What follows belongs to an exercise in optimizing a design on an open flow for small area; a production flow would make more cautious choices. In this exercise RTL edits were held to simulation tests only and were not proved equivalent to the original. The clock port is modelled as an ideal driver; clocking choices that lean on that would not hold on a real chip. Power figures rest on the tool's default switching activity, not on a simulated workload.

--- design/flow/flow/abc.script ---
strash
dch -f
amap
topo
--- design/flow/config.mk ---
export PLATFORM = sky130hd
export DESIGN_NAME = UM6845R
export DESIGN_NICKNAME = UM6845R
export VERILOG_FILES = /design/flow/design.v
export SDC_FILE = /design/flow/constraint.sdc
export NUM_CORES = 4
export LEC_CHECK = 0
export ABC_AREA = 1
export CAP_MARGIN = 20
export CORE_MARGIN = 2
export CORE_UTILIZATION = 65
export PLACE_DENSITY = 0.75
export SLEW_MARGIN = 20
--- design/flow/flow/my_synth.tcl ---
set my_abc_script [file join [file dirname [file normalize [info script]]] abc.script]
proc synth {args} { yosys synth -nofsm -noshare {*}$args }
proc abc {args} {
  set i [lsearch -exact $args -script]
  if {$i >= 0} {
    set args [lreplace $args $i [expr {$i+1}] -script $::my_abc_script]
  }
  yosys abc {*}$args
}
source $::env(SCRIPTS_DIR)/synth.tcl
# left out here: clear keep_hierarchy, flatten, clean up, hide names made inside functions, write 1_2_yosys.v
--- design/flow/flow/run.sh ---
#!/bin/bash
# Layout flow: the standard ORFS flow (standard.sh) with an area-oriented
# ABC mapping script in synthesis and a lighter clock tree. Each tool's
# output goes to ORFS's own logs under orfs/logs; make's output to flow.log.
set -euo pipefail
HERE=$(pwd)
CTS="-sink_clustering_enable -repair_clock_nets -dont_use_dummy_load -buf_list {sky130_fd_sc_hd__clkbuf_2 sky130_fd_sc_hd__clkbuf_4 sky130_fd_sc_hd__clkbuf_8}"
bash standard.sh \
  SYNTH_SCRIPT=$HERE/flow/my_synth.tcl \
  "CTS_ARGS=$CTS" \
  "BUFFER_PORTS_ARGS=-buffer_cell sky130_fd_sc_hd__buf_1" \
  finish > flow.log 2>&1
--- design/flow/design.v ---
module UM6845R
(
  	input            CLOCK,
	input            CLKEN,
	input            nRESET,
	input            TYPE,
	input            ENABLE,
	input            nCS,
	input            R_nW,
	input            RS,
	input      [7:0] DI,
	output reg [7:0] DO,
	output reg       VSYNC,
	output reg       HSYNC,
	output           DE,
	output           hBlank,
	output           vBlank,
	output           FIELD,
	output           CURSOR,
	output    [13:0] MA,
	output     [4:0] RA
);
reg [7:0] R0_h_total;
reg [7:0] R1_h_displayed;
reg [7:0] R2_h_sync_pos;
reg [3:0] R3_v_sync_width;
reg [3:0] R3_h_sync_width;
reg [6:0] R4_v_total;
reg [4:0] R5_v_total_adj;
reg [6:0] R6_v_displayed;
reg [6:0] R7_v_sync_pos;
reg [1:0] R8_skew;
reg [1:0] R8_interlace;
reg [4:0] R9_v_max_line;
reg [1:0] R10_cursor_mode;
reg [4:0] R10_cursor_start;
reg [4:0] R11_cursor_end;
reg [5:0] R12_start_addr_h;
reg [7:0] R13_start_addr_l;
reg [5:0] R14_cursor_h;
reg [7:0] R15_cursor_l;
reg [4:0] addr;
reg  [7:0] hcc;
reg  [4:0] line;
reg  [6:0] row;
reg        in_adj;
reg        field;
reg [13:0] row_addr;
reg        hde;
reg  [3:0] hsc;
reg        vde;
reg        old_hs;
reg  [3:0] vsc;
reg  [1:0] dde;
reg        cursor_line;
wire il = R8_interlace[1] & R8_interlace[0];
assign FIELD  = ~field & il;
assign MA     = row_addr + hcc;
assign RA     = {line[4:1], line[0] | (field & il)};
assign hBlank = ~hde;
assign vBlank = ~vde;
wire de0 = hde & vde & |R6_v_displayed;
assign DE = TYPE ? de0 :
            R8_skew[1] ? (~R8_skew[0] & dde[1]) :
            (R8_skew[0] ? dde[0] : de0);
wire sel = ENABLE & ~nCS;
always @(*) begin
	DO = 8'hFF;
	if (sel) begin
		if (RS) begin
			case (addr)
				10: DO = {1'b0, R10_cursor_mode, R10_cursor_start};
				11: DO = {3'b0, R11_cursor_end};
				12: DO = TYPE ? 8'h00 : {2'b0, R12_start_addr_h};
				13: DO = TYPE ? 8'h00 : R13_start_addr_l;
				14: DO = {2'b0, R14_cursor_h};
				15: DO = R15_cursor_l;
				31: DO = {8{TYPE}};
			 default: DO = 0;
			endcase
		end
		else if (TYPE) DO = {2'b0, ~vde, 5'b0};
	end
end
wire       wr  = sel & ~R_nW;
wire       rst = ~nRESET;
wire [7:0] dr  = DI & {8{nRESET}};
wire       wd  = wr & RS;
wire [15:0] we;
genvar gi;
generate for (gi = 0; gi < 16; gi = gi + 1) begin : g_we
	assign we[gi] = rst | (wd & (addr == gi));
end endgenerate
wire       wa  = rst | (wr & ~RS);
always @(posedge CLOCK) begin
	if (wa)     addr <= dr[4:0];
	if (we[0])  R0_h_total <= dr;
	if (we[1])  R1_h_displayed <= dr;
	if (we[2])  R2_h_sync_pos <= dr;
	if (we[3])  {R3_v_sync_width,R3_h_sync_width} <= dr;
	if (we[4])  R4_v_total <= dr[6:0];
	if (we[5])  R5_v_total_adj <= dr[4:0];
	if (we[6])  R6_v_displayed <= dr[6:0];
	if (we[7])  R7_v_sync_pos <= dr[6:0];
	if (we[8])  {R8_skew, R8_interlace} <= {dr[5:4],dr[1:0]};
	if (we[9])  R9_v_max_line <= dr[4:0];
	if (we[10]) {R10_cursor_mode,R10_cursor_start} <= dr[6:0];
	if (we[11]) R11_cursor_end <= dr[4:0];
	if (we[12]) R12_start_addr_h <= dr[5:0];
	if (we[13]) R13_start_addr_l <= dr;
	if (we[14]) R14_cursor_h <= dr[5:0];
	if (we[15]) R15_cursor_l <= dr;
end
wire       hcc_last = (hcc == R0_h_total) & (TYPE | (|R0_h_total));
wire [7:0] hcc_inc  = hcc + 1'd1;
wire [7:0] hcc_next = hcc_last ? 8'h00 : hcc_inc;
wire [4:0] line_max  = {in_adj ? R5_v_total_adj[4:1] - {3'b0, ~|R5_v_total_adj[0]} : R9_v_max_line[4:1],
                        ~il & (in_adj ? ~R5_v_total_adj[0] : R9_v_max_line[0])};
wire       line_last = (line == line_max) | ~|line_max;
wire [4:0] line_inc  = line + {il, ~il};
wire [4:0] line_next = line_last ? 5'd0 : {line_inc[4:1], line_inc[0] & ~il};
wire       row_last  = (row == R4_v_total) | ~|R4_v_total;
wire [6:0] row_inc   = row + 1'd1;
wire       frame_adj = row_last & ~in_adj & (|R5_v_total_adj);
wire       row_wrap  = row_last & ~frame_adj;
wire [6:0] row_next  = row_wrap ? 7'd0 : row_inc;
wire       row_new   = hcc_last & line_last;
wire       frame_new = row_new & (row_last | in_adj) & ~frame_adj;
always @(posedge CLOCK) begin
	if (~nRESET) begin
		hcc    <= 0;
		line   <= 0;
		row    <= 0;
		in_adj <= 0;
		field  <= 0;
	end
	else if (CLKEN) begin
		hcc <= hcc_next;
		if (hcc_last) line <= line_next;
		if (row_new) begin
			if (frame_adj) in_adj <= 1;
			else if (frame_new) begin
				in_adj <= 0;
				row <= 0;
				field <= ~field & R8_interlace[0];
			end
			else row <= row_inc;
		end
	end
end
wire hd_match   = (hcc_next == R1_h_displayed);
wire reload     = frame_new |
                  (~TYPE & hcc_last & ~|R4_v_total & ~|R9_v_max_line) |
                  (TYPE & ~line_last & ~|row & ~|hcc_next);
always @(posedge CLOCK) begin
	if (~nRESET) row_addr <= 0;
	else if (CLKEN) begin
		if (reload) row_addr <= {R12_start_addr_h, R13_start_addr_l};
		else if (hd_match & line_last & (|R1_h_displayed)) row_addr <= MA + 1'd1;
	end
end
always @(posedge CLOCK) begin
	if (~nRESET) begin
		hsc   <= 0;
		hde   <= 0;
		HSYNC <= 0;
	end
	else if (CLKEN) begin
		if (hd_match) hde <= 0;
		else if (hcc_last) hde <= 1;
		if (|hsc) hsc <= hsc - 1'd1;
		else if (hcc_next == R2_h_sync_pos) begin
			if (|R3_h_sync_width) begin
				HSYNC <= 1;
				hsc <= R3_h_sync_width - 1'd1;
			end
		end
		else HSYNC <= 0;
	end
end
always @(posedge CLOCK) begin
	if (~nRESET) begin
		vsc    <= 0;
		vde    <= 0;
		VSYNC  <= 0;
		old_hs <= 0;
	end
	else if (CLKEN) begin
		if (row_new) begin
			if (row_next == R6_v_displayed) vde <= 0;
			else if (frame_new) vde <= 1;
		end
		old_hs <= HSYNC;
		if (field ? (hcc_next == {1'b0, R0_h_total[7:1]}) : hcc_last) begin
			if (|vsc) vsc <= vsc - 1'd1;
			else if (field ? (row == R7_v_sync_pos && ~|line) : (row_next == R7_v_sync_pos && line_last)) begin
				VSYNC <= 1;
				vsc <= TYPE ? 4'hF : R3_v_sync_width - 1'd1;
			end
			else VSYNC <= 0;
		end
		else if (old_hs & ~HSYNC & ~|vsc) VSYNC <= 0;
	end
end
always @(posedge CLOCK) begin
	if (~nRESET) dde <= 0;
	else if (CLKEN) dde <= {dde[0], de0};
end
assign CURSOR = hde & vde & cursor_line & (MA == {R14_cursor_h, R15_cursor_l});
always @(posedge CLOCK) begin
	if (~nRESET) cursor_line <= 0;
	else if (CLKEN) begin
		if (line == R10_cursor_start) cursor_line <= 1;
		else if (line == R11_cursor_end) cursor_line <= 0;
	end
end
endmodule
--- design/flow/constraint.sdc ---
create_clock -name core_clock -period 8.0 [get_ports {CLOCK}]
set_input_delay 1.6000 -clock core_clock [delete_from_list [all_inputs] [get_ports {CLOCK}]]
set_output_delay 1.6000 -clock core_clock [all_outputs]
set_load 0.01 [all_outputs]
--- design/flow/standard.sh ---
#!/bin/bash
# synth_recipe.tcl (not shown) runs the flow's synth.tcl, then flattens the netlist and writes it again
# the make line also repeats each setting of config.mk as NAME=value (left out here)
make -C /OpenROAD-flow-scripts/flow DESIGN_CONFIG=/design/flow/config.mk WORK_HOME=/design/flow/orfs CLKGATE_MAP_FILE= SYNTH_SCRIPT=/design/flow/synth_recipe.tcl "${@:-finish}"
==> results.yml, run 1 <==
outcome:
  status: "no timing/DRC/antenna violations"
sta:
  setup_tns_ns: 0
  fin_ws_ns: 1.80
  skew_ns: 0.0289
  fmax_ghz: 0.161
  setup_viol: 0
  post-route-period-util_pct: 77.5
  period_needed_ns: 6.20
  rsz0062_at_grt: "no"
  max_slew_margin_pct: 29.5
  slew_violations: 0
  worst_pin_slew_ns: 1.06
  hold_violations: 0
power_and_ir_drop:
  leakage_nw: 2.96
  vdd_drop_max_uv: 169
  powerDensity_nw_per_um2: 185
  power_mw: 1.69
finish:
  nets: 999
  synthToLayoutAreaGrowth_pct: 8.27
  diodes: 0
  final_core_util_pct: 72.2
  drive_gt1_share_pct: 3.33
  fillers: 953
  stdcell_area_um2: 9110
clock_tree:
  cts_tree: "done"
  cts-root-buf: "clkbuf_8"
  clk-insertion-delay-late_ns: 0.46
  hold_buffers: 0
  clkTransAtPathRegs_ns: 0.08
  cts-resized-gates: 0
  clock-sinks: 164
  post_cts_buffers: 0
  clock_path_buffers: 2
  h-tree-depth: 4
  cts-buffers-inserted: 17
placed_design:
  dp_hpwl_um: 17200
  portBuffers: 49
  dpl_cell_area_um2: 8870
  pre_cts_slack_ns: 1.52
  routabilityCongestion: 1.01
detailed_routing:
  firstDrtPassIters: 6
  wire_per_inst_um: 20.8
  drt_iter0_drc: 1108
  postRouteAntennaNets: 0
  drc_errors: 0
  finalWirelength_um: 23600
  via_count: 7653
  viasPerCell: 6.76
worst_setup_path:
  cp.required_ns: 8.33
  path_class: "primary input to register"
  slowest_delay_ns: 0.67
  r2r_end: "row_addr[3]"
  r2r_slack_ns: 2.75
  cp_max_fo: 15
  r2r-start: "R0_h_total[7]"
  r2r_cells: 14
  cp.arrival_ns: 6.53
  crit_path_start_kind: "primary input"
  end_kind: "register"
  endpoint: "row_addr[3]"
  cp_slowest_cell: "a211oi_1"
  crit_top_cell: "clkinv_1"
  worstPathCellList: "buf_1 > buf_4 > nor4_1 > a21oi_1 > o211ai_1 > clkinv_1 > a211oi_1 > clkinv_1 > nand2_1 > o2111ai_1 > a2111oi_0 > o311ai_0 > o21ai_0 > buf_4 > clkinv_1 > o221a_1"
  startpoint: "TYPE"
logic_synthesis:
  synthTopCellsByArea: "edfxtp_1 (40%), dfxtp_1 (12%), clkinv_1 (6.6%)"
  yosysWarnings: 1
  synth-async-reset-ratio_pct: 0
  seq_area_frac_synth_pct: 52.4
  yosys.cell_types.count: 47
  synth_most_common_cell: "clkinv_1"
  synthTopCellsByCount: "clkinv_1 (147), edfxtp_1 (112), nor2_1 (94), nand2_1 (62), a21oi_1 (57)"
  dominantRegCellSynth: "edfxtp_1"
  avgSynthCellArea_um2: 9.48
  synthesis.area_um2: 8410
  synth_compound_area_share_pct: 23.6
  muxShareOfSynthArea_pct: 0
  synth-xor-area-share_pct: 0.208
  yosys.area_share.adder_pct: 3.30
  synth-edff-count: 112
  netlist_instances: 887
  syn_nets: 924
  yosys.area_share.simple_pct: 13.6
  synth_top_family_by_area: "compound AO/OA/AOI/OAI gates"
  synth_top_area_cell: "edfxtp_1"
  synth_top_area_share_pct: 40.0
  ys_ff_latch: 164
grt:
  grt.overflow.total: 0
  grt_max_degree: 37
  grt_antenna_before_repair: 0
  first_global_vias: 7141
  grt_use_total_pct: 34.1
  grt_pass1_wl_um: 36600
die:
  die_w_um: 118
  pin_count: 50
  design.core.area_um2: 12600
  core.rowCount: 41
  die_h_um: 118
  dieArea_um2: 13900
  start_util_pct: 66.6
min_path:
  hp-class: "register to register"
job:
  maxCapViolCount: 0
==> report_power, final <==
group          leakage [nW]  internal (mW)  switching (mW)
clock network         0.122          0.187           0.257
registers              1.57          0.959          0.0397
logic                  1.27         0.0780           0.167
total                  2.96           1.22           0.464
==> layer usage <==
layer	vias up	GRT usage, %	part of all wire (%)
li1	3481	-	-
met1	3556	43.8	38
met2	533	56.1	48
met3	83	7.03	11
met4	0	15.1	3.2
met5	-	0	0
==> cell families after synthesis <==
family	count (synthesis)
compound gates	295
simple gates	254
flops	164
buf+inv	151
fa+ha+maj	21
xor+xnor	2
==> stage by stage <==
stage	hold WS, ns	instances
floorplan	0.442	887
global placement	0.462	1115
detailed placement	0.466	1115
CTS	0.479	1132
global route	0.508	1132
finish	0.482	1132
==> state kept, by name, summed over array words and instances, names as in the netlist, 8 cells and up <==
| name | cells |
|---|---|
| R15_cursor_l | 8 |
| row_addr | 14 |
| R1_h_displayed | 8 |
| R13_start_addr_l | 8 |
| R0_h_total | 8 |
| R2_h_sync_pos | 8 |
| hcc | 8 |
==> area by class of cell <==
cell class / instances / area, um2 / share of cell area (%)
Sequential cell: 164 / 4400 / 48.4
Multi-Input combinational cell: 572 / 3430 / 37.7
Inverter: 147 / 552 / 6.06
Timing Repair Buffer: 60 / 267 / 2.93
Clock buffer: 17 / 234 / 2.57
Tap cell: 172 / 215 / 2.36
==> worst max-delay path, delay by kind of cell <==
family                 cells  cell delay (ns)
AND/OR/NAND/NOR            2             0.42
buffers and inverters      6             1.56
AO/OA/AOI/OAI              8             2.94
==> cell usage in the layout (no fill, tap or decap), types with 10 or more instances in the layout <==
| master | n |
|---|---|
| a2111oi_0 | 12 |
| nand3_1 | 29 |
| edfxtp_1 | 112 |
| o22ai_1 | 55 |
| nor4_1 | 12 |
| nor2_1 | 94 |
| nor3_1 | 25 |
| clkinv_1 | 147 |
| ha_1 | 19 |
| buf_4 | 11 |
| a21oi_1 | 57 |
| a211oi_1 | 18 |
| a22oi_1 | 12 |
| dfxtp_1 | 52 |
| o21ai_0 | 56 |
| a221oi_1 | 14 |
| o221ai_1 | 10 |
| buf_1 | 49 |
| nand2_1 | 62 |
| clkbuf_8 | 17 |
==> worst min path at each step <==
stage,from,endpoint,slack [ns],cells past startpoint
after global routing,vsc[2],vsc[2],0.51,2
final,vsc[2],vsc[2],0.48,2
after detailed placement,vsc[2],vsc[2],0.47,2
after floorplan,vsc[2],vsc[2],0.44,2
after global placement,vsc[2],vsc[2],0.46,2
after CTS,vsc[2],vsc[2],0.48,2
==> run 2: changes to the inputs <==
--- a/design/flow/flow/run.sh
+++ b/design/flow/flow/run.sh
@@ -6,3 +6,3 @@
 HERE=$(pwd)
-CTS="-sink_clustering_enable -repair_clock_nets -dont_use_dummy_load -buf_list {sky130_fd_sc_hd__clkbuf_2 sky130_fd_sc_hd__clkbuf_4 sky130_fd_sc_hd__clkbuf_8}"
+CTS="-sink_clustering_enable -repair_clock_nets -dont_use_dummy_load -sink_clustering_size 40 -sink_clustering_max_diameter 120 -buf_list {sky130_fd_sc_hd__clkbuf_2 sky130_fd_sc_hd__clkbuf_4 sky130_fd_sc_hd__clkbuf_8}"
 bash standard.sh \
--- a/design/flow/config.mk
+++ b/design/flow/config.mk
@@ -8,3 +8,3 @@
 export ABC_AREA = 1
-export CAP_MARGIN = 20
+export CAP_MARGIN = 0
 export CORE_MARGIN = 2
@@ -12,2 +12,2 @@
 export PLACE_DENSITY = 0.75
-export SLEW_MARGIN = 20
+export SLEW_MARGIN = 0
==> run 2 against run 1 <==
  * Final area stayed put
  * Critical path type unchanged
  * Combinational power is essentially flat
  * Largest cell class unchanged
  * Wire length unchanged
  * Global-route usage stayed put
==> results.yml, run 2 <==
outcome:
  status: "no timing/DRC/antenna violations"
logic_synthesis:
  synth_top_area_share_pct: 40.0
  dominantRegCellSynth: "edfxtp_1"
  synth_top_area_cell: "edfxtp_1"
  seq_area_frac_synth_pct: 52.4
  synth-edff-count: 112
  yosys.cell_types.count: 47
  synth_most_common_cell: "clkinv_1"
  ys_ff_latch: 164
  synthesis.area_um2: 8410
  synthTopCellsByCount: "clkinv_1 (147), edfxtp_1 (112), nor2_1 (94), nand2_1 (62), a21oi_1 (57)"
  netlist_instances: 887
  avgSynthCellArea_um2: 9.48
  yosysWarnings: 1
  syn_nets: 924
  synth-async-reset-ratio_pct: 0
  synthTopCellsByArea: "edfxtp_1 (40%), dfxtp_1 (12%), clkinv_1 (6.6%)"
sta:
  period_needed_ns: 6.20
  setup_viol: 0
  fmax_ghz: 0.161
  post-route-period-util_pct: 77.5
  max_slew_margin_pct: 29.5
  hold_violations: 0
  slew_violations: 0
  rsz0062_at_grt: "no"
  worst_pin_slew_ns: 1.06
  skew_ns: 0.0289
  setup_tns_ns: 0
clock_tree:
  clkTransAtPathRegs_ns: 0.08
  h-tree-depth: 4
  cts-root-buf: "clkbuf_8"
  clock_path_buffers: 2
  cts-resized-gates: 0
  cts-buffers-inserted: 17
  post_cts_buffers: 0
  clk-insertion-delay-late_ns: 0.46
  clock-sinks: 164
  hold_buffers: 0
  cts_tree: "done"
grt:
  met3_usage_pct: 7.03
  grt_antenna_before_repair: 0
  grt.met1_usage_pct: 43.8
  grt_pass1_wl_um: 36600
  grt_use_total_pct: 34.1
  grt_max_degree: 37
  busiest_layer: "met2"
  gr-usage-met2_pct: 56.1
  grt.overflow.total: 0
  first_global_vias: 7141
power_and_ir_drop:
  leakage_nw: 2.96
  vdd_drop_max_uv: 169
  powerDensity_nw_per_um2: 185
  power_mw: 1.69
detailed_routing:
  drt_iter0_drc: 1108
  finalWirelength_um: 23600
  viasPerCell: 6.76
  firstDrtPassIters: 6
  wire_per_inst_um: 20.8
  via_count: 7653
  postRouteAntennaNets: 0
  drc_errors: 0
worst_setup_path:
  cp_max_fo: 15
  cp.required_ns: 8.33
  end_kind: "register"
  path_class: "primary input to register"
  cp.arrival_ns: 6.53
  crit_path_start_kind: "primary input"
die:
  die_w_um: 118
  start_util_pct: 66.6
  design.core.area_um2: 12600
  die_h_um: 118
  pin_count: 50
  core.rowCount: 41
  dieArea_um2: 13900
min_path:
  hp-class: "register to register"
finish:
  synthToLayoutAreaGrowth_pct: 8.27
  drive_gt1_share_pct: 3.33
  diodes: 0
  regMostFlops: "row_addr"
  mostFrequentLayoutCells: "clkinv_1 (147), edfxtp_1 (112), nor2_1 (94)"
  stdcell_area_um2: 9110
  fillers: 953
  largest_reg_flops: 14
  stdcell_count: 1132
  layout_commonest_cell: "clkinv_1"
  nets: 999
placed_design:
  dp_hpwl_um: 17200
  routabilityCongestion: 1.01
  placed_cells: 1115
  dpl_cell_area_um2: 8870
  portBuffers: 49
job:
  maxCapViolCount: 0
## run 2: cell counts after synthesis
Identical to the previous run, type by type.
## run 2: where the power goes
| group | internal, mW | switching, mW | leakage (nW) | total [mW] |
|---|---|---|---|---|
| Combinational | 0.0780 | 0.167 | 1.27 | 0.245 |
| Clock | 0.187 | 0.257 | 0.122 | 0.444 |
| Sequential | 0.959 | 0.0397 | 1.57 | 0.998 |
| Total | 1.22 | 0.464 | 2.96 | 1.69 |
## run 2: path summary, 6_finish.rpt
path | cells past startpoint | start | slack [ns] | to
max | 16 | TYPE | 1.80 | row_addr[3]
min | 2 | vsc[2] | 0.48 | vsc[2]
max reg2reg | 14 | R0_h_total[7] | 2.75 | row_addr[3]
min reg2reg | 2 | vsc[2] | 0.48 | vsc[2]
## run 2: layer usage
| layer | vias to the layer above | part of all wire, % |
|---|---|---|
| li1 | 3481 | - |
| met1 | 3556 | 38 |
| met2 | 533 | 48 |
| met3 | 83 | 11 |
| met4 | 0 | 3.2 |
| met5 | - | 0 |
## run 2: cell families after synthesis
logic type | share of synthesized area, %
fa+ha+maj | 3.30
compound gates | 23.6
simple gates | 13.6
xor+xnor | 0.208
buf+inv | 6.92
flops | 52.4
## run 2: critical path, cell delays in order
cell	delay (ns)
buf_1	0.07
buf_4	0.18
nor4_1	0.29
a21oi_1	0.10
o211ai_1	0.61
clkinv_1	0.42
a211oi_1	0.67
clkinv_1	0.28
nand2_1	0.13
o2111ai_1	0.13
a2111oi_0	0.59
o311ai_0	0.28
o21ai_0	0.17
buf_4	0.25
clkinv_1	0.36
o221a_1	0.39
## run 2: cell type report
| cell class | instances | area (um2) | share of cell area, % |
|---|---|---|---|
| clock buffer | 17 | 234 | 2.57 |
| inverter | 147 | 552 | 6.06 |
| multi-input combinational | 572 | 3430 | 37.7 |
| sequential | 164 | 4400 | 48.4 |
| tap | 172 | 215 | 2.36 |
| timing repair buffer | 60 | 267 | 2.93 |
## run 2: stage by stage
step / worst slack [ns] / hold WS [ns] / utilization (%)
floorplan: 2.36 / 0.442 / -
finish: 1.80 / 0.482 / 72.2
global placement: 1.73 / 0.462 / 70.3
detailed placement: 1.52 / 0.466 / 70.3
global route: 1.30 / 0.508 / 72.2
CTS: 1.96 / 0.479 / 72.2
==> run 3: changes to the inputs <==
--- a/design/flow/config.mk
+++ b/design/flow/config.mk
@@ -10,4 +10,4 @@
 export CORE_MARGIN = 2
-export CORE_UTILIZATION = 65
-export PLACE_DENSITY = 0.75
+export CORE_UTILIZATION = 80
+export PLACE_DENSITY = 0.88
 export SLEW_MARGIN = 0
==> run 3 against run 2 <==
  * Global-route usage grew 13 points
  * Critical path depth is the same
  * Sequential power is essentially flat
  * Hold slack gained 0.032 ns
  * Sequential share of layout area grew 0.36 points
  * Critical endpoint is now hsc[3]
  * Largest power group unchanged
==> results.yml, run 3 <==
outcome:
  status: "no timing/DRC/antenna violations"
finish:
  synthToLayoutAreaGrowth_pct: 7.47
  fillers: 521
  regMostFlops: "row_addr"
  nets: 995
  multi_input_area_um2: 3440
  stdcell_count: 1094
  regArea_um2: 4400
  largest_reg_flops: 14
  mostFrequentLayoutCells: "clkinv_1 (147), edfxtp_1 (112), nor2_1 (94)"
  layout_commonest_cell: "clkinv_1"
  drive_gt1_share_pct: 3.03
die:
  start_util_pct: 81.8
  pin_count: 50
  die_w_um: 107
  core.rowCount: 37
  dieArea_um2: 11300
  die_h_um: 107
  design.core.area_um2: 10300
worst_setup_path:
  cp.required_ns: 8.39
  startpoint: "TYPE"
  cp_slowest_cell: "a2111oi_0"
  crit_buf_inv: 4
  r2r_cells: 19
  end_kind: "register"
  crit_path_start_kind: "primary input"
  cp_top_family: "compound AO/OA/AOI/OAI gates"
  r2r_slack_ns: 2.83
  cp_max_fo: 9
  path_class: "primary input to register"
  r2r_end: "row_addr[8]"
  worstPathCellList: "buf_1 > nor4_1 > a21oi_1 > o211ai_1 > clkinv_1 > a211oi_1 > a21oi_1 > a2111oi_0 > o2111ai_1 > a2111oi_0 > clkinv_1 > nor2_1 > o21ai_0 > clkinv_1 > a31oi_1 > nor3_1"
  endpoint: "hsc[3]"
  worst-path-stages: 16
  crit_top_cell: "clkinv_1"
  cp.arrival_ns: 6.64
  slowest_delay_ns: 0.97
  r2r-start: "R5_v_total_adj[0]"
job:
  maxCapViolCount: 0
placed_design:
  placed_cells: 1075
  portBuffers: 49
  routabilityCongestion: 1.08
  dp_hpwl_um: 18300
clock_tree:
  hold_buffers: 0
  cts_tree: "done"
  cts-root-buf: "clkbuf_8"
  cts-buffers-inserted: 17
  clk-insertion-delay-late_ns: 0.47
  clock_path_buffers: 2
  cts-resized-gates: 0
  post_cts_buffers: 0
  clock-sinks: 164
  clkTransAtPathRegs_ns: 0.09
  h-tree-depth: 4
grt:
  grt_antenna_before_repair: 1
  first_global_vias: 7852
  grt_max_degree: 37
  grt_use_total_pct: 47.1
  grt_pass1_wl_um: 40300
  grt.overflow.total: 0
sta:
  max_slew_margin_pct: 7.22
  hold_violations: 0
  fmax_ghz: 0.160
  post-route-period-util_pct: 78.1
  setup_tns_ns: 0
  rsz0062_at_grt: "no"
  skew_ns: 0.0305
  setup_viol: 0
  slew_violations: 0
  period_needed_ns: 6.25
  worst_pin_slew_ns: 1.39
detailed_routing:
  drt_iter0_drc: 1916
  finalWirelength_um: 25800
  wire_per_inst_um: 23.6
  via_count: 8334
  postRouteAntennaNets: 0
  firstDrtPassIters: 10
  drc_errors: 0
  viasPerCell: 7.62
logic_synthesis:
  synth_most_common_cell: "clkinv_1"
  synth_top_area_share_pct: 40.0
  synth-edff-count: 112
  netlist_instances: 887
  synth-async-reset-ratio_pct: 0
  synthTopCellsByArea: "edfxtp_1 (40%), dfxtp_1 (12%), clkinv_1 (6.6%)"
  synthTopCellsByCount: "clkinv_1 (147), edfxtp_1 (112), nor2_1 (94), nand2_1 (62), a21oi_1 (57)"
  ys_ff_latch: 164
  yosys.cell_types.count: 47
  yosysWarnings: 1
  synth_top_area_cell: "edfxtp_1"
  syn_nets: 924
  synthesis.area_um2: 8410
  dominantRegCellSynth: "edfxtp_1"
  seq_area_frac_synth_pct: 52.4
  avgSynthCellArea_um2: 9.48
min_path:
  hp-class: "register to register"
power_and_ir_drop:
  internal-power_mw: 1.22
  switchingPower_mw: 0.490
  vdd_drop_max_uv: 258
  comb_power_share_pct: 15.2
  p_clk_share_pct: 26.4
  powerDensity_nw_per_um2: 190
  seq_power_share_pct: 58.5
  p_sw_share_pct: 28.6
  leakage_nw: 2.94
## run 3: cell counts after synthesis
Identical to the previous run, type by type.
## run 3: final cells by class
type                    count  area share (%)
flip-flops and latches    164            48.7
multi-input cells         572            38.0
repair buffers             56            2.62
clock buffers              17            2.59
inverters                 147            6.10
well taps                 136            1.88
diodes                      2          0.0554
## run 3: how the worst min path moves through the flow
stage	slack, ns	endpoint	startpoint	cells past startpoint
2_1_floorplan	0.44	vsc[2]	vsc[2]	2
6_report	0.51	row_addr[13]	row_addr[13]	2
3_3_place_gp	0.46	vsc[2]	vsc[2]	2
5_1_grt	0.53	vsc[2]	vsc[2]	2
3_5_place_dp	0.49	vsc[2]	vsc[2]	2
4_1_cts	0.51	row_addr[13]	row_addr[13]	2
## run 3: metrics by stage
stage / total power, mW / hold slack (ns) / setup slack [ns] / utilization (%) / cell area (um2)
2_1_floorplan: 1.17 / 0.442 / 2.36 / - / 8410
3_3_place_gp: 1.23 / 0.456 / 1.98 / 85.6 / 8800
3_5_place_dp: 1.26 / 0.491 / 1.68 / 85.6 / 8800
4_1_cts: 1.68 / 0.506 / 2.12 / 87.9 / 9030
5_1_grt: 1.75 / 0.527 / 1.50 / 87.9 / 9040
6_report: 1.71 / 0.514 / 1.75 / 87.9 / 9040
## run 3: per-layer routing
| metal | up-vias | track usage [%] | wire, um |
|---|---|---|---|
| met3 | 245 | 14.7 | 4150 |
| met1 | 3693 | 60.8 | 8530 |
| met5 | - | 0 | 0 |
| met4 | 0 | 23.5 | 1720 |
| met2 | 900 | 72.6 | 11400 |
| li1 | 3496 | - | - |
## run 3: kinds of logic (layout without fill, tap and decap cells)
logic type	after synthesis	count (layout)	share of synthesized area, %
compound gates	295	295	23.6
buf+inv	151	220	6.92
other cells	0	2	0
fa+ha+maj	21	21	3.30
flops	164	164	52.4
simple gates	254	254	13.6
xor+xnor	2	2	0.208
## run 3: worst reg2reg max path, delay by kind of cell, from the launching register on
kind	cells	cell delay, ns
compound gates	8	1.64
fa+ha+maj	2	0.47
buf+inv	6	1.32
flops	1	0.34
simple gates	3	1.25
## run 3: power by group through the flow
| stage | sequential, mW | combinational [mW] | clock, mW |
|---|---|---|---|
| 2_1_floorplan | 1.00 | 0.164 | 0 |
| 3_3_place_gp | 1.01 | 0.220 | 0 |
| 3_5_place_dp | 1.02 | 0.243 | 0 |
| 4_1_cts | 0.999 | 0.246 | 0.439 |
| 5_1_grt | 1.01 | 0.277 | 0.469 |
| 6_report | 1.00 | 0.260 | 0.452 |
==> run 4: changes to the inputs <==
--- a/design/flow/flow/run.sh
+++ b/design/flow/flow/run.sh
@@ -10,2 +10,3 @@
   "CTS_ARGS=$CTS" \
+  ADDER_MAP_FILE= \
   "BUFFER_PORTS_ARGS=-buffer_cell sky130_fd_sc_hd__buf_1" \
--- a/design/flow/config.mk
+++ b/design/flow/config.mk
@@ -10,4 +10,4 @@
 export CORE_MARGIN = 2
-export CORE_UTILIZATION = 80
-export PLACE_DENSITY = 0.88
+export CORE_UTILIZATION = 70
+export PLACE_DENSITY = 0.8
 export SLEW_MARGIN = 0
==> run 4 against run 3 <==
  * Utilization fell by 11 points
  * Clock-buffer cell count did not move
  * Combinational power fell by about 20%
  * Die area rose by 9.3%
  * Total power fell by 4.2%
  * Clock skew fell by 0.012 ns
  * Largest cell class unchanged
  * Largest power group unchanged
  * Hold slack got worse by 0.056 ns
  * Final area fell by 3.3%
  * Area after synthesis fell by 4.0%
  * Wire length fell by 5.6%
  * Maximum frequency rose by 1.1%
  * Register-to-register slack got worse by 0.49 ns
==> results.yml, run 4 <==
outcome:
  status: "no timing/DRC/antenna violations"
job:
  maxCapViolCount: 0
min_path:
  hp-start: "old_hs"
  min_to: "old_hs"
  hold_path_depth: 2
  hp-class: "register to register"
clock_tree:
  cts-root-buf: "clkbuf_8"
  cts-resized-gates: 0
  clk-insertion-delay-late_ns: 0.45
  cts_tree: "done"
  clock-sinks: 164
  clkTransAtPathRegs_ns: 0.07
  h-tree-depth: 4
  post_cts_buffers: 0
  clock_path_buffers: 2
  cts-buffers-inserted: 17
  hold_buffers: 0
logic_synthesis:
  netlist_instances: 875
  synth-edff-count: 112
  synth_top_area_cell: "edfxtp_1"
  ys_ff_latch: 164
  synthesis.area_um2: 8070
  synthTopCellsByArea: "edfxtp_1 (42%), dfxtp_1 (13%), clkinv_1 (5.7%)"
  yosys.cell_types.count: 44
  synth_most_common_cell: "clkinv_1"
  synth-async-reset-ratio_pct: 0
  avgSynthCellArea_um2: 9.23
  syn_nets: 891
  yosysWarnings: 1
  synthTopCellsByCount: "clkinv_1 (123), nor2_1 (115), edfxtp_1 (112), nand2_1 (88), o21ai_0 (84)"
  dominantRegCellSynth: "edfxtp_1"
  seq_area_frac_synth_pct: 54.5
  synth_top_area_share_pct: 41.7
detailed_routing:
  wl_met3_um: 2910
  wl_met2_um: 11800
  via_count: 7716
  wire_per_inst_um: 22.3
  viasPerCell: 7.07
  finalWirelength_um: 24400
  firstDrtPassIters: 8
  postRouteAntennaNets: 0
  wirelength_met1_um: 8400
  top_layer: "met4"
  drt_iter0_drc: 1185
  drc_errors: 0
worst_setup_path:
  crit_path_start_kind: "register"
  r2r_cells: 15
  r2r_end: "row_addr[6]"
  cp_max_fo: 8
  cp.required_ns: 6.40
  r2r_slack_ns: 2.34
  r2r-start: "hcc[6]"
  cp.arrival_ns: 4.58
  path_class: "register to output port"
  end_kind: "output port"
finish:
  synthToLayoutAreaGrowth_pct: 8.29
  diodes: 0
  fillers: 757
  regMostFlops: "row_addr"
  final_core_util_pct: 77.2
  layout_commonest_cell: "clkinv_1"
  stdcell_count: 1091
  drive_gt1_share_pct: 3.59
  multi_input_area_um2: 3200
  stdcell_area_um2: 8740
  regArea_um2: 4400
  nets: 966
  largest_reg_flops: 14
  mostFrequentLayoutCells: "clkinv_1 (123), nor2_1 (115), edfxtp_1 (112)"
sta:
  setup_viol: 0
  skew_ns: 0.0184
  period_needed_ns: 6.18
  max_slew_margin_pct: 23.5
  setup_tns_ns: 0
  rsz0062_at_grt: "no"
  hold_violations: 0
  fmax_ghz: 0.162
  post-route-period-util_pct: 77.3
  slew_violations: 0
  worst_pin_slew_ns: 1.14
die:
  pin_count: 50
  die_h_um: 111
  die_w_um: 111
  start_util_pct: 71.3
  core.rowCount: 39
  dieArea_um2: 12400
  design.core.area_um2: 11300
placed_design:
  dpl_cell_area_um2: 8510
  placed_cells: 1074
  portBuffers: 49
  dp_hpwl_um: 17600
  routabilityCongestion: 1.00
power_and_ir_drop:
  vdd_drop_max_uv: 167
  power_mw: 1.64
  powerDensity_nw_per_um2: 188
  leakage_nw: 2.88
grt:
  grt_max_degree: 34
  grt.overflow.total: 0
  grt_use_total_pct: 39.5
  grt_antenna_before_repair: 0
  grt_pass1_wl_um: 37500
  first_global_vias: 7260
run 4: cell count changes after synthesis, sizes merged, moves of 11 or more:
| cell | previous run | this run |
|---|---|---|
| nor3 | 25 | 11 |
| ha | 19 | 0 |
| nand2 | 62 | 88 |
| o21ai | 56 | 84 |
| nor2 | 94 | 115 |
| clkinv | 147 | 123 |
| o22ai | 55 | 44 |
run 4: worst max-delay path, cell delays in order, from the launching register on:
cell,delay [ns]
dfxtp_1,0.49
nand2_1,0.15
o21ai_0,0.29
nand2_1,0.16
nand3_1,0.11
o21ai_0,0.15
o221ai_1,0.27
clkinv_1,0.16
o22ai_1,0.39
clkinv_1,0.20
o22ai_1,0.14
o221ai_1,0.13
or4_1,0.47
a2111oi_0,0.35
o211ai_1,0.14
a2111oi_0,0.33
buf_1,0.20
run 4: cell type report:
cell class | instances | area share [%]
repair buffers | 60 | 3.05
inverters | 123 | 5.28
well taps | 143 | 2.05
multi-input cells | 584 | 36.6
flip-flops and latches | 164 | 50.4
clock buffers | 17 | 2.68
run 4: worst max path at each step:
stage,from,endpoint,slack (ns),depth (start not counted)
6_report,hcc[0],CURSOR,1.82,16
5_1_grt,hcc[0],CURSOR,1.45,16
4_1_cts,hcc[0],CURSOR,1.92,16
3_5_place_dp,TYPE,row_addr[0],1.80,17
3_3_place_gp,TYPE,row_addr[3],1.99,17
2_1_floorplan,TYPE,row_addr[0],1.82,12
run 4: power by group:
| group | leakage [nW] | internal [mW] | switching, mW |
|---|---|---|---|
| clock | 0.122 | 0.187 | 0.257 |
| combinational | 1.19 | 0.0628 | 0.145 |
| sequential | 1.57 | 0.954 | 0.0348 |
run 4: per-layer routing:
layer	vias to the layer above	GRT usage, %
li1	3410	-
met1	3505	49.4
met2	661	65.9
met3	140	7.57
met4	0	20.7
met5	-	0
run 4: kinds of logic (layout without fill, tap and decap cells):
kind of cell / count (synthesis) / after routing / synth area share (%)
AOI/OAI and AO/OA: 295 / 295 / 23.5
xor gates and xnor gates: 1 / 1 / 0.108
buffers and inverters: 127 / 200 / 6.09
DFF: 164 / 164 / 54.5
and+or+nand+nor: 288 / 288 / 15.7
run 4: through the flow:
| step | setup WS (ns) | hold slack [ns] |
|---|---|---|
| final | 1.82 | 0.458 |
| after floorplan | 1.82 | 0.423 |
| after CTS | 1.92 | 0.454 |
| after global routing | 1.45 | 0.482 |
| after detailed placement | 1.80 | 0.445 |
| after global placement | 1.99 | 0.436 |
==> run 5: changes to the inputs <==
==> design/flow/flow/abc.script (replaced) <==
strash
&get -n
&deepsyn -T 30
&put
dch -f
amap
topo
==> run 5 against run 4 <==
  * Cell count decreased by 7.2%
  * Clock power about the same
  * Combinational power decreased by about 30%
  * Sequential power decreased by 1%
  * Wire length decreased by 7.6%
  * Total power decreased by 4.5%
  * Global-route usage decreased by 0.31 points
  * Clock skew increased by 0.0061 ns
  * Setup slack got worse by 0.38 ns
  * Flip-flop and latch count unchanged
  * Non-clock buffer count decreased by 6
==> results.yml, run 5 <==
outcome:
  status: "no timing/DRC/antenna violations"
detailed_routing:
  wl_met2_um: 10600
  finalWirelength_um: 22500
  via_count: 7109
  firstDrtPassIters: 10
  postRouteAntennaNets: 0
  wl_met3_um: 2520
  drt_iter0_drc: 1136
  wire_per_inst_um: 22.2
  drc_errors: 0
  top_layer: "met4"
  viasPerCell: 7.02
  wirelength_met1_um: 8220
min_path:
  hp-class: "register to register"
  hp-start: "old_hs"
die:
  pin_count: 50
  die_h_um: 109
  die_w_um: 109
  start_util_pct: 71.7
  design.core.area_um2: 10800
  dieArea_um2: 12000
  core.rowCount: 38
logic_synthesis:
  synth_most_common_cell: "clkinv_1"
  netlist_instances: 805
  dominantRegCellSynth: "edfxtp_1"
  syn_nets: 821
  synth_top_area_share_pct: 43.3
  ys_ff_latch: 164
  synth_top_area_cell: "edfxtp_1"
  synth-async-reset-ratio_pct: 0
  yosys.cell_types.count: 47
  synthTopCellsByArea: "edfxtp_1 (43%), dfxtp_1 (13%), clkinv_1 (6.0%)"
  synthesis.area_um2: 7770
  synth-edff-count: 112
  yosysWarnings: 1
  avgSynthCellArea_um2: 9.65
  seq_area_frac_synth_pct: 56.7
  synthTopCellsByCount: "clkinv_1 (125), edfxtp_1 (112), nor2_1 (108), nand2_1 (67), o21ai_0 (62)"
clock_tree:
  cts-root-buf: "clkbuf_8"
  clk-insertion-delay-late_ns: 0.47
  cts-resized-gates: 0
  clkTransAtPathRegs_ns: 0.07
  clock-sinks: 164
  h-tree-depth: 4
  post_cts_buffers: 0
  cts-buffers-inserted: 17
  clock_path_buffers: 2
  hold_buffers: 0
  cts_tree: "done"
placed_design:
  portBuffers: 49
  dp_hpwl_um: 16300
  routabilityCongestion: 0.977
worst_setup_path:
  r2r-start: "hcc[2]"
  startpoint: "hcc[1]"
  cp_max_fo: 8
  cp.arrival_ns: 4.96
  crit_path_start_kind: "register"
  cp.required_ns: 6.40
  end_kind: "output port"
  path_class: "register to output port"
sta:
  setup_viol: 0
  period_needed_ns: 6.56
  skew_ns: 0.0245
  worst_pin_slew_ns: 1.29
  setup_tns_ns: 0
  fmax_ghz: 0.152
  hold_violations: 0
  max_slew_margin_pct: 12.8
  slew_violations: 0
  post-route-period-util_pct: 82.0
  rsz0062_at_grt: "no"
finish:
  diodes: 0
  nets: 890
  layout_commonest_cell: "clkinv_1"
  synthToLayoutAreaGrowth_pct: 7.89
  final_core_util_pct: 77.3
  mostFrequentLayoutCells: "clkinv_1 (125), edfxtp_1 (112), nor2_1 (108)"
  largest_reg_flops: 14
  fillers: 730
  drive_gt1_share_pct: 3.10
  regMostFlops: "row_addr"
power_and_ir_drop:
  powerDensity_nw_per_um2: 187
  leakage_nw: 2.77
  vdd_drop_max_uv: 169
  power_mw: 1.57
grt:
  grt_antenna_before_repair: 0
  grt_pass1_wl_um: 34500
  first_global_vias: 6645
  grt.overflow.total: 0
  grt_max_degree: 28
  grt_use_total_pct: 39.2
job:
  maxCapViolCount: 0
-- run 5: changes by cell type in the layout (fill, tap and decap cells not counted), moves of 5 or more --
cell	previous run	this run
o21ai_0	84	61
nand2_1	88	67
nand3_1	21	9
o221ai_1	9	21
o21bai_1	8	0
a21oi_1	50	43
nor2_1	115	108
buf_4	11	5
nor4_1	16	10
or2_0	3	9
a2111oi_0	11	6
a22oi_1	20	15
-- run 5: metrics by stage --
stage	instance area (um2)	std cells	hold slack, ns	setup WS [ns]
finish	8380	1012	0.478	1.44
global route	8380	1012	0.498	0.951
detailed placement	8150	995	0.465	1.68
global placement	8150	995	0.447	2.02
CTS	8380	1012	0.477	1.56
floorplan	7770	805	0.438	2.59
-- run 5: power breakdown --
| group | internal [mW] | total, mW | switching (mW) |
|---|---|---|---|
| registers | 0.950 | 0.976 | 0.0257 |
| clock network | 0.187 | 0.448 | 0.260 |
| logic | 0.0404 | 0.145 | 0.105 |
-- run 5: area by class of cell --
class,instances,area [um2],share of cell area [%]
well taps,140,175,2.09
flip-flops and latches,164,4400,52.5
repair buffers,54,221,2.64
clock buffers,17,234,2.79
inverters,125,469,5.60
multi-input cells,512,2880,34.3
-- run 5: kinds of logic (layout without fill, tap and decap cells) --
group / after synthesis / in the layout / share of synthesized area (%)
flops: 164 / 164 / 56.7
buf+inv: 129 / 196 / 6.43
simple gates: 249 / 249 / 14.2
xor+xnor: 2 / 2 / 0.226
compound gates: 261 / 261 / 22.5
-- run 5: final timing paths --
kind | slack, ns | depth (start not counted) | to
max | 1.44 | 24 | CURSOR
min | 0.48 | 2 | old_hs
max reg2reg | 2.69 | 20 | vsc[3]
min reg2reg | 0.48 | 2 | old_hs
-- run 5: worst max-delay path, stage by stage (launching register included) --
cell,delay (ns)
dfxtp_1,0.39
clkinv_1,0.24
o22ai_1,0.37
nor2_1,0.12
a21oi_1,0.20
nand2_1,0.10
o21ai_0,0.15
a22oi_1,0.13
nand2_1,0.12
o21ai_0,0.14
o21ai_0,0.49
o21ai_0,0.15
a21oi_1,0.13
a21boi_0,0.18
o21ai_0,0.10
a21oi_1,0.12
o21ai_0,0.09
a21oi_1,0.10
o21ai_0,0.09
a211o_1,0.22
a211o_1,0.23
a221oi_1,0.19
nor2b_1,0.16
o211a_1,0.14
buf_1,0.14
-- run 5: metal layers --
| metal | up-vias | global-route usage, % |
|---|---|---|
| li1 | 3132 | - |
| met1 | 3306 | 50.2 |
| met2 | 551 | 62.7 |
| met3 | 120 | 9.25 |
| met4 | 0 | 19.7 |
| met5 | - | 0 |
==> run 6: changes to the inputs <==
--- a/design/flow/design.v
+++ b/design/flow/design.v
@@ -65,49 +65,67 @@
             (R8_skew[0] ? dde[0] : de0);
-wire sel = ENABLE & ~nCS;
+wire       sel  = ENABLE & ~nCS;
+wire       rd   = sel & RS;
+wire       a1x  = rd & (addr[4:2] == 3'b011);       
+wire       t10  = rd & (addr == 5'd10);
+wire       t11  = rd & (addr == 5'd11);
+wire       t12  = a1x & ~TYPE & (addr[1:0] == 2'd0);
+wire       t13  = a1x & ~TYPE & (addr[1:0] == 2'd1);
+wire       t14  = a1x & (addr[1:0] == 2'd2);
+wire       t15  = a1x & (addr[1:0] == 2'd3);
+wire       hall = ~sel | (~RS & ~TYPE) | (rd & TYPE & (&addr));
+wire       st5  = sel & ~RS & TYPE & ~vde;
+wire [7:0] r10  = {1'b0, R10_cursor_mode, R10_cursor_start};
+wire [7:0] r11  = {3'b0, R11_cursor_end};
+wire [7:0] r12  = {2'b0, R12_start_addr_h};
+wire [7:0] r14  = {2'b0, R14_cursor_h};
 always @(*) begin
-	DO = 8'hFF;
-	if (sel) begin
-		if (RS) begin
+	DO = {8{hall}} | ({8{t10}} & r10) | ({8{t11}} & r11) | ({8{t12}} & r12) |
+	     ({8{t13}} & R13_start_addr_l) | ({8{t14}} & r14) | ({8{t15}} & R15_cursor_l) |
+	     {2'b0, st5, 5'b0};
+end
+wire wr = sel & ~R_nW;
+always @(posedge CLOCK) begin
+	if (~nRESET) begin
+		addr <= 0;
+		R0_h_total <= 0;
+		R1_h_displayed <= 0;
+		R2_h_sync_pos <= 0;
+		{R3_v_sync_width,R3_h_sync_width} <= 0;
+		R4_v_total <= 0;
+		R5_v_total_adj <= 0;
+		R6_v_displayed <= 0;
+		R7_v_sync_pos <= 0;
+		{R8_skew, R8_interlace} <= 0;
+		R9_v_max_line <= 0;
+		{R10_cursor_mode,R10_cursor_start} <= 0;
+		R11_cursor_end <= 0;
+		R12_start_addr_h <= 0;
+		R13_start_addr_l <= 0;
+		R14_cursor_h <= 0;
+		R15_cursor_l <= 0;
+	end
+	else if (wr) begin
+		if (~RS) addr <= DI[4:0];
+		else begin
 			case (addr)
-				10: DO = {1'b0, R10_cursor_mode, R10_cursor_start};
-				11: DO = {3'b0, R11_cursor_end};
-				12: DO = TYPE ? 8'h00 : {2'b0, R12_start_addr_h};
-				13: DO = TYPE ? 8'h00 : R13_start_addr_l;
-				14: DO = {2'b0, R14_cursor_h};
-				15: DO = R15_cursor_l;
-				31: DO = {8{TYPE}};
-			 default: DO = 0;
+				00: R0_h_total <= DI;
+				01: R1_h_displayed <= DI;
+				02: R2_h_sync_pos <= DI;
+				03: {R3_v_sync_width,R3_h_sync_width} <= DI;
+				04: R4_v_total <= DI[6:0];
+				05: R5_v_total_adj <= DI[4:0];
+				06: R6_v_displayed <= DI[6:0];
+				07: R7_v_sync_pos <= DI[6:0];
+				08: {R8_skew, R8_interlace} <= {DI[5:4],DI[1:0]};
+				09: R9_v_max_line <= DI[4:0];
+				10: {R10_cursor_mode,R10_cursor_start} <= DI[6:0];
+				11: R11_cursor_end <= DI[4:0];
+				12: R12_start_addr_h <= DI[5:0];
+				13: R13_start_addr_l <= DI[7:0];
+				14: R14_cursor_h <= DI[5:0];
+				15: R15_cursor_l <= DI[7:0];
+				default: ;
 			endcase
 		end
-		else if (TYPE) DO = {2'b0, ~vde, 5'b0};
-	end
-end
-wire       wr  = sel & ~R_nW;
-wire       rst = ~nRESET;
-wire [7:0] dr  = DI & {8{nRESET}};
-wire       wd  = wr & RS;
-wire [15:0] we;
-genvar gi;
-generate for (gi = 0; gi < 16; gi = gi + 1) begin : g_we
-	assign we[gi] = rst | (wd & (addr == gi));
-end endgenerate
-wire       wa  = rst | (wr & ~RS);
-always @(posedge CLOCK) begin
-	if (wa)     addr <= dr[4:0];
-	if (we[0])  R0_h_total <= dr;
-	if (we[1])  R1_h_displayed <= dr;
-	if (we[2])  R2_h_sync_pos <= dr;
-	if (we[3])  {R3_v_sync_width,R3_h_sync_width} <= dr;
-	if (we[4])  R4_v_total <= dr[6:0];
-	if (we[5])  R5_v_total_adj <= dr[4:0];
-	if (we[6])  R6_v_displayed <= dr[6:0];
-	if (we[7])  R7_v_sync_pos <= dr[6:0];
-	if (we[8])  {R8_skew, R8_interlace} <= {dr[5:4],dr[1:0]};
-	if (we[9])  R9_v_max_line <= dr[4:0];
-	if (we[10]) {R10_cursor_mode,R10_cursor_start} <= dr[6:0];
-	if (we[11]) R11_cursor_end <= dr[4:0];
-	if (we[12]) R12_start_addr_h <= dr[5:0];
-	if (we[13]) R13_start_addr_l <= dr;
-	if (we[14]) R14_cursor_h <= dr[5:0];
-	if (we[15]) R15_cursor_l <= dr;
+	end
 end
--- a/design/flow/flow/run.sh
+++ b/design/flow/flow/run.sh
@@ -2,3 +2,4 @@
 # Layout flow: the standard ORFS flow (standard.sh) with an area-oriented
-# ABC mapping script in synthesis and a lighter clock tree. Each tool's
+# ABC mapping script in synthesis (flow/my_synth.tcl, flow/abc.script), no
+# adder cell mapping, and a clock tree without dummy loads. Each tool's
 # output goes to ORFS's own logs under orfs/logs; make's output to flow.log.
==> design/flow/flow/abc.script (replaced) <==
strash
&get -n
&deepsyn -T 30
&put
dch -f
amap -A 16 -F 4 -C 1000
topo
==> run 6 against run 5 <==
  * Critical endpoint unchanged
  * Maximum frequency up 3.7%
  * Wire length grew 7.2%
  * Sequential share of layout area decreased by 12 points
  * Still clean
  * Register-to-register slack better by 0.57 ns
  * Area after synthesis fell by 2.1%
  * Via count is 15% higher
  * Clock-buffer cell count stayed put
  * Hold slack got worse by 0.0081 ns
  * Critical path depth decreased by 1
  * Largest cell class is now multi-input combinational cells
==> results.yml, run 6 <==
logic_synthesis:
  dominantRegCellSynth: "dfxtp_1"
  synthTopCellsByArea: "dfxtp_1 (43%), o22ai_1 (14%), clkinv_1 (10%)"
  synth-async-reset-ratio_pct: 0
  avgSynthCellArea_um2: 7.84
  yosys.cell_types.count: 46
  synthTopCellsByCount: "clkinv_1 (205), o22ai_1 (175), dfxtp_1 (164), nor2_1 (92), nand2_1 (56)"
  synth_most_common_cell: "clkinv_1"
  synth_top_area_share_pct: 43.2
  seq_area_frac_synth_pct: 43.2
  ys_ff_latch: 164
  synth_top_area_cell: "dfxtp_1"
  syn_nets: 986
  synth-edff-count: 0
  netlist_instances: 970
  yosysWarnings: 1
  synthesis.area_um2: 7600
grt:
  grt_antenna_before_repair: 0
  first_global_vias: 7238
  grt_use_total_pct: 41.9
  grt_max_degree: 36
  grt.overflow.total: 0
  grt_pass1_wl_um: 37200
die:
  start_util_pct: 71.1
  die_w_um: 108
  core.rowCount: 38
  design.core.area_um2: 10700
  dieArea_um2: 11700
  pin_count: 50
  die_h_um: 108
finish:
  drive_gt1_share_pct: 2.03
  regMostFlops: "row_addr"
  final_core_util_pct: 76.6
  largest_reg_flops: 14
  diodes: 0
  regArea_um2: 3280
  layout_commonest_cell: "clkinv_1"
  mostFrequentLayoutCells: "clkinv_1 (205), o22ai_1 (175), dfxtp_1 (164)"
  multi_input_area_um2: 3520
  nets: 1054
  fillers: 829
  synthToLayoutAreaGrowth_pct: 7.80
clock_tree:
  post_cts_buffers: 0
  cts-buffers-inserted: 17
  cts_tree: "done"
  h-tree-depth: 4
  cts-resized-gates: 0
  clkTransAtPathRegs_ns: 0.08
  clk-insertion-delay-late_ns: 0.47
  hold_buffers: 0
  cts-root-buf: "clkbuf_8"
  clock-sinks: 164
  clock_path_buffers: 2
sta:
  setup_viol: 0
  hold_violations: 0
  fmax_ghz: 0.158
  fin_ws_ns: 1.67
  max_slew_margin_pct: 22.8
  setup_tns_ns: 0
  post-route-period-util_pct: 79.1
  period_needed_ns: 6.33
  rsz0062_at_grt: "no"
  slew_violations: 0
  worst_pin_slew_ns: 1.15
  fin_hold_ws_ns: 0.470
  skew_ns: 0.0194
detailed_routing:
  via_count: 8176
  postRouteAntennaNets: 0
  top_layer: "met4"
  finalWirelength_um: 24100
  wire_per_inst_um: 20.5
  drc_errors: 0
  drt_iter0_drc: 1121
  firstDrtPassIters: 6
  wirelength_met1_um: 9360
  wl_met3_um: 3250
  wl_met2_um: 10400
  viasPerCell: 6.95
placed_design:
  dp_hpwl_um: 17400
  routabilityCongestion: 0.972
  pre_cts_slack_ns: 2.02
  portBuffers: 49
power_and_ir_drop:
  powerDensity_nw_per_um2: 200
  leakage_nw: 2.61
  power_mw: 1.64
  vdd_drop_max_uv: 169
worst_setup_path:
  path_class: "register to output port"
  cp.arrival_ns: 4.73
  cp.required_ns: 6.40
  cp_max_fo: 5
  crit_path_start_kind: "register"
  end_kind: "output port"
job:
  maxCapViolCount: 0
outcome:
  status: "no timing/DRC/antenna violations"
min_path:
  hp-class: "register to register"
==> run 6: cell types whose count changed in the layout (fill, tap and decap cells not counted), sizes merged, moves of 7 or more <==
cell	before	now
a222oi	4	12
a22oi	15	3
clkinv	125	205
dfxtp	52	164
edfxtp	112	0
nand2	67	56
nor2	108	92
nor2b	13	1
o21ai	62	42
o221ai	21	28
o22ai	46	175
or3	8	22
==> run 6: report_power, final <==
group	internal, mW	total (mW)	switching, mW
clock network	0.187	0.451	0.263
registers	0.841	0.871	0.0301
logic	0.0967	0.314	0.217
total	1.12	1.64	0.511
==> run 6: kinds of logic after synthesis <==
kind of cell | synth area share (%)
AOI/OAI and AO/OA | 33.2
buffers and inverters | 10.5
DFF | 43.2
and+or+nand+nor | 13.2
==> run 6: layout make-up <==
type / instances / share of cell area [%]
timing repair buffer: 53 / 2.61
sequential: 164 / 40.0
inverter: 205 / 9.39
tap: 140 / 2.14
clock buffer: 17 / 2.85
multi-input combinational: 597 / 43.0
==> run 6: metrics by stage <==
stage	instance area [um2]	std cells
2_1_floorplan	7600	970
3_3_place_gp	7960	1159
3_5_place_dp	7960	1159
4_1_cts	8200	1176
5_1_grt	8200	1176
6_report	8200	1176
==> run 6: path summary, 6_finish.rpt <==
kind         slack, ns  cells past startpoint             from               to
max               1.67                     23           hcc[0]           CURSOR
min               0.47                      2  R8_interlace[1]  R8_interlace[1]
min reg2reg       0.47                      2  R8_interlace[1]  R8_interlace[1]
max reg2reg       3.26                     16    R0_h_total[3]      row_addr[8]
==> run 6: routing by layer <==
layer	up-vias	track usage, %
met5	-	0
met1	3700	56.5
met3	116	11.7
met4	0	20.2
met2	597	62.0
li1	3763	-
==> run 6: critical path, stage by stage (launching register included) <==
cell,delay [ns]
dfxtp_1,0.40
nand2_1,0.10
o21ai_0,0.13
clkinv_1,0.22
a2111oi_0,0.44
o221ai_1,0.19
a221oi_1,0.24
o221ai_1,0.16
a221oi_1,0.22
o21ai_0,0.13
a21oi_1,0.13
o21ai_0,0.09
a21oi_1,0.12
o21ai_0,0.09
a21oi_1,0.12
o21ai_0,0.10
a21oi_1,0.11
o21ai_0,0.09
a221o_1,0.27
a211o_1,0.22
a221oi_1,0.20
o221a_1,0.21
o221a_1,0.16
buf_1,0.15
==> run 7: changes to the inputs <==
==> design/flow/flow/run.sh (replaced) <==
#!/bin/bash
# Layout flow: the standard ORFS flow (standard.sh) with an area-oriented
# ABC mapping script in synthesis (flow/my_synth.tcl, flow/abc.script), no
# adder cell mapping, and a clock tree without dummy loads
# whose clkbuf_4 leaves are upsized only where slew needs it (flow/pre_cts.tcl). Each tool's
# output goes to ORFS's own logs under orfs/logs; make's output to flow.log.
set -euo pipefail
HERE=$(pwd)
CTS="-sink_clustering_enable -repair_clock_nets -dont_use_dummy_load -sink_clustering_size 40 -sink_clustering_max_diameter 120 -root_buf sky130_fd_sc_hd__clkbuf_8 -buf_list {sky130_fd_sc_hd__clkbuf_4}"
bash standard.sh \
  SYNTH_SCRIPT=$HERE/flow/my_synth.tcl \
  "CTS_ARGS=$CTS" \
  PRE_CTS_TCL=$HERE/flow/pre_cts.tcl \
  ADDER_MAP_FILE= \
  "BUFFER_PORTS_ARGS=-buffer_cell sky130_fd_sc_hd__buf_1" \
  finish > flow.log 2>&1
==> design/flow/flow/pre_cts.tcl (new file) <==
# Clock tree: TritonCTS with small leaf buffers, then each leaf buffer whose
# estimated clock-pin slew is above a margin is upsized to clkbuf_8.
rename clock_tree_synthesis __tritoncts_clock_tree_synthesis
proc clock_tree_synthesis {args} {
  __tritoncts_clock_tree_synthesis {*}$args
  estimate_parasitics -placement
  set_propagated_clock [all_clocks]
  set block [ord::get_db_block]
  set n 0
  foreach inst [$block getInsts] {
    set m [[$inst getMaster] getName]
    if {![string match "clkbuf_*" [$inst getName]]} { continue }
    set net [[$inst findITerm X] getNet]
    set worst 0
    foreach it [$net getITerms] {
      if {[[$it getMTerm] getName] ne "CLK"} { continue }
      set p [get_pins [$it getName /]]
      foreach e {rise fall} { set s [get_property $p slew_max_$e]; if {$s > $worst} { set worst $s } }
    }
    if {$worst > 0.105 && $m ne "sky130_fd_sc_hd__clkbuf_8"} {
      replace_cell [get_cells [$inst getName]] sky130_fd_sc_hd__clkbuf_8
      incr n
    }
    puts "clock buffer [$inst getName] $m worst clock-pin slew $worst"
  }
  unset_propagated_clock [all_clocks]
  puts "upsized $n clock buffers"
}
==> run 7 against run 6 <==
  * Still clean on timing, DRC and antenna
  * Critical path depth unchanged
  * Synthesized cell count increased by 2.1%
  * Die area up 0.98%
  * Clock power decreased by 12%
  * Setup slack better by 0.018 ns
  * Wire length decreased by 2.4%
  * Cell count increased by 1.4%
  * Clock-buffer cell count is the same
  * First-iteration DRC count fell by 9.8%
  * Sequential power is 2% lower
  * Critical path type unchanged
  * Critical endpoint unchanged
  * Highest routed layer unchanged
==> results.yml, run 7 <==
min_path:
  hp-class: "register to register"
  min_to: "R10_cursor_mode[0]"
  hold_path_depth: 2
  hp-start: "R10_cursor_mode[0]"
die:
  die_w_um: 109
  core.rowCount: 38
  dieArea_um2: 11800
  pin_count: 50
  die_h_um: 109
  start_util_pct: 71.2
  design.core.area_um2: 10800
logic_synthesis:
  seq_area_frac_synth_pct: 42.7
  synth_top_area_share_pct: 42.7
  yosys.cell_types.count: 42
  synth_most_common_cell: "clkinv_1"
  synthesis.area_um2: 7680
  synth-async-reset-ratio_pct: 0
  netlist_instances: 990
  yosysWarnings: 1
  syn_nets: 1006
  synth-edff-count: 0
  ys_ff_latch: 164
  avgSynthCellArea_um2: 7.76
  dominantRegCellSynth: "dfxtp_1"
  synth_top_area_cell: "dfxtp_1"
  synthTopCellsByCount: "clkinv_1 (214), o22ai_1 (180), dfxtp_1 (164), nor2_1 (80), nand2_1 (61)"
  synthTopCellsByArea: "dfxtp_1 (43%), o22ai_1 (15%), clkinv_1 (10%)"
detailed_routing:
  wire_per_inst_um: 19.7
  firstDrtPassIters: 10
  viasPerCell: 6.76
  via_count: 8059
  postRouteAntennaNets: 0
  drt_iter0_drc: 1011
  finalWirelength_um: 23600
  drc_errors: 0
sta:
  slew_violations: 0
  worst_pin_slew_ns: 1.05
  setup_viol: 0
  hold_violations: 0
  skew_ns: 0.0310
  period_needed_ns: 6.31
  rsz0062_at_grt: "no"
  fin_hold_ws_ns: 0.475
  setup_tns_ns: 0
  post-route-period-util_pct: 78.8
  fmax_ghz: 0.159
  max_slew_margin_pct: 29.8
power_and_ir_drop:
  power_mw: 1.52
  leakage_nw: 2.57
  powerDensity_nw_per_um2: 185
  vdd_drop_max_uv: 158
worst_setup_path:
  cp_max_fo: 5
  crit_path_start_kind: "register"
  cp.required_ns: 6.40
  r2r_end: "row_addr[2]"
  cp.arrival_ns: 4.71
  path_class: "register to output port"
  end_kind: "output port"
  r2r-start: "hcc[0]"
  r2r_slack_ns: 2.91
  r2r_cells: 25
grt:
  gr-usage-met2_pct: 63.6
  met3_usage_pct: 10.8
  first_global_vias: 7290
  grt_use_total_pct: 40.6
  grt.met1_usage_pct: 52.6
  grt_antenna_before_repair: 0
  grt_max_degree: 37
  grt.overflow.total: 0
  grt_pass1_wl_um: 36500
  busiest_layer: "met2"
finish:
  diodes: 0
  nets: 1071
  stdcell_count: 1193
  synthToLayoutAreaGrowth_pct: 6.71
  drive_gt1_share_pct: 1.80
  largest_reg_flops: 14
  mostFrequentLayoutCells: "clkinv_1 (214), o22ai_1 (180), dfxtp_1 (164)"
  regMostFlops: "row_addr"
  layout_commonest_cell: "clkinv_1"
clock_tree:
  clk-insertion-delay-late_ns: 0.47
  cts-buffers-inserted: 17
  hold_buffers: 0
  cts-resized-gates: 0
  clkTransAtPathRegs_ns: 0.10
  clock-sinks: 164
  cts_tree: "done"
  post_cts_buffers: 0
outcome:
  status: "no timing/DRC/antenna violations"
job:
  maxCapViolCount: 0
placed_design:
  portBuffers: 49
  dp_hpwl_um: 17000
  routabilityCongestion: 0.952
  placed_cells: 1176
## run 7: cell types whose count changed after synthesis, moves of 7 or more
| cell | previous run | this run |
|---|---|---|
| a22oi_1 | 3 | 16 |
| clkinv_1 | 205 | 214 |
| nor2_1 | 92 | 80 |
| nor3_1 | 13 | 21 |
| o21ai_0 | 42 | 53 |
| o221a_1 | 2 | 9 |
| o221ai_1 | 28 | 12 |
## run 7: through the flow
stage	setup slack [ns]	utilization (%)	area, um2
after floorplan	2.67	-	7680
after global placement	2.36	74.3	8020
after detailed placement	2.23	74.3	8020
after CTS	2.21	76.0	8200
after global routing	0.977	76.0	8200
final	1.69	76.0	8200
## run 7: layout make-up
type,instances,area (um2)
Clock buffer,17,178
Fill cell,882,2590
Inverter,214,803
Multi-Input combinational cell,608,3570
Sequential cell,164,3280
Tap cell,140,175
Timing Repair Buffer,50,193
## run 7: how the worst max path moves through the flow
| stage | end | from |
|---|---|---|
| after detailed placement | CURSOR | hcc[2] |
| after global placement | CURSOR | hcc[2] |
| after global routing | CURSOR | hcc[2] |
| final | CURSOR | hcc[2] |
| after floorplan | CURSOR | hcc[2] |
| after CTS | CURSOR | hcc[2] |
## run 7: where the power goes
part           leakage [nW]  internal, mW  switching (mW)  total, mW
Clock                0.0989         0.141           0.258      0.398
Combinational          1.15        0.0762           0.186      0.262
Sequential             1.32         0.837          0.0204      0.857
## run 7: worst max-delay path, stage by stage, from the launching register on
cell and delay, ns:
dfxtp_1 0.41, clkinv_1 0.16, o22ai_1 0.31, clkinv_1 0.13, nand2_1 0.08, o21ai_0 0.09
nand2_1 0.08, o21ai_0 0.16, a22oi_1 0.26, nor2_1 0.09, a21oi_1 0.18, nor2_1 0.08
a21oi_1 0.27, clkinv_1 0.16, a221oi_1 0.30, o221a_1 0.22, o21ai_0 0.07, o21bai_1 0.15
a211oi_1 0.17, o221a_1 0.21, o221a_1 0.18, o221a_1 0.17, o221a_1 0.16, buf_1 0.15
## run 7: per-layer routing
metal,vias to the layer above,part of all wire [%]
met1,3643,41
met3,111,11
met4,0,4.2
met5,-,0
met2,470,44
li1,3835,-
## run 7: logic make-up (layout without fill, tap and decap cells)
family,count (synthesis),in the layout,share of synthesized area [%]
AO/OA/AOI/OAI,385,385,33.2
AND/OR/NAND/NOR,223,223,13.2
buffers and inverters,218,281,10.8
flip-flops,164,164,42.7

## static timing again, ports no longer ideal
In the flow no input, the clock included, has a driving cell. The finished layouts below were timed again as built, in two steps.
Step 1, drivers: a clkbuf_16 drives CLOCK and a buf_2 each remaining input, both assumed.
Step 2 moves the port delays by t, midway between the first and last clock arrival at a register: inputs arrive t later, outputs are due t later. That takes back most of the time a late clock gives input paths.
a / b / c = no drivers / after step 1 / after step 2; a / b = the first two.
run	t (ns)	setup slack, ns	hold WS [ns]	latest minus earliest clock arrival (ns)	slew at the worst register clock pin (ns)
run 1	0.485	1.798 / 1.815 / 1.330	0.482 / 0.482 / 0.482	0.029 / 0.030	0.09 / 0.09
run 2	0.485	1.798 / 1.815 / 1.330	0.482 / 0.482 / 0.482	0.029 / 0.030	0.09 / 0.09
run 3	0.489	1.748 / 1.751 / 1.261	0.514 / 0.514 / 0.514	0.030 / 0.031	0.09 / 0.09
run 4	0.481	1.816 / 1.780 / 1.568	0.458 / 0.458 / 0.458	0.021 / 0.021	0.08 / 0.08
run 5	0.495	1.439 / 1.402 / 1.251	0.478 / 0.478 / 0.478	0.025 / 0.026	0.09 / 0.09
run 6	0.502	1.674 / 1.636 / 1.854	0.470 / 0.470 / 0.470	0.020 / 0.019	0.08 / 0.08
run 7	0.491	1.692 / 1.654 / 2.145	0.475 / 0.475 / 0.475	0.033 / 0.034	0.11 / 0.11
After both steps every run listed still meets setup and hold. For run 3, which loses most, drivers alone change the setup slack by +0.003 ns; drivers and shift together by -0.487 ns.
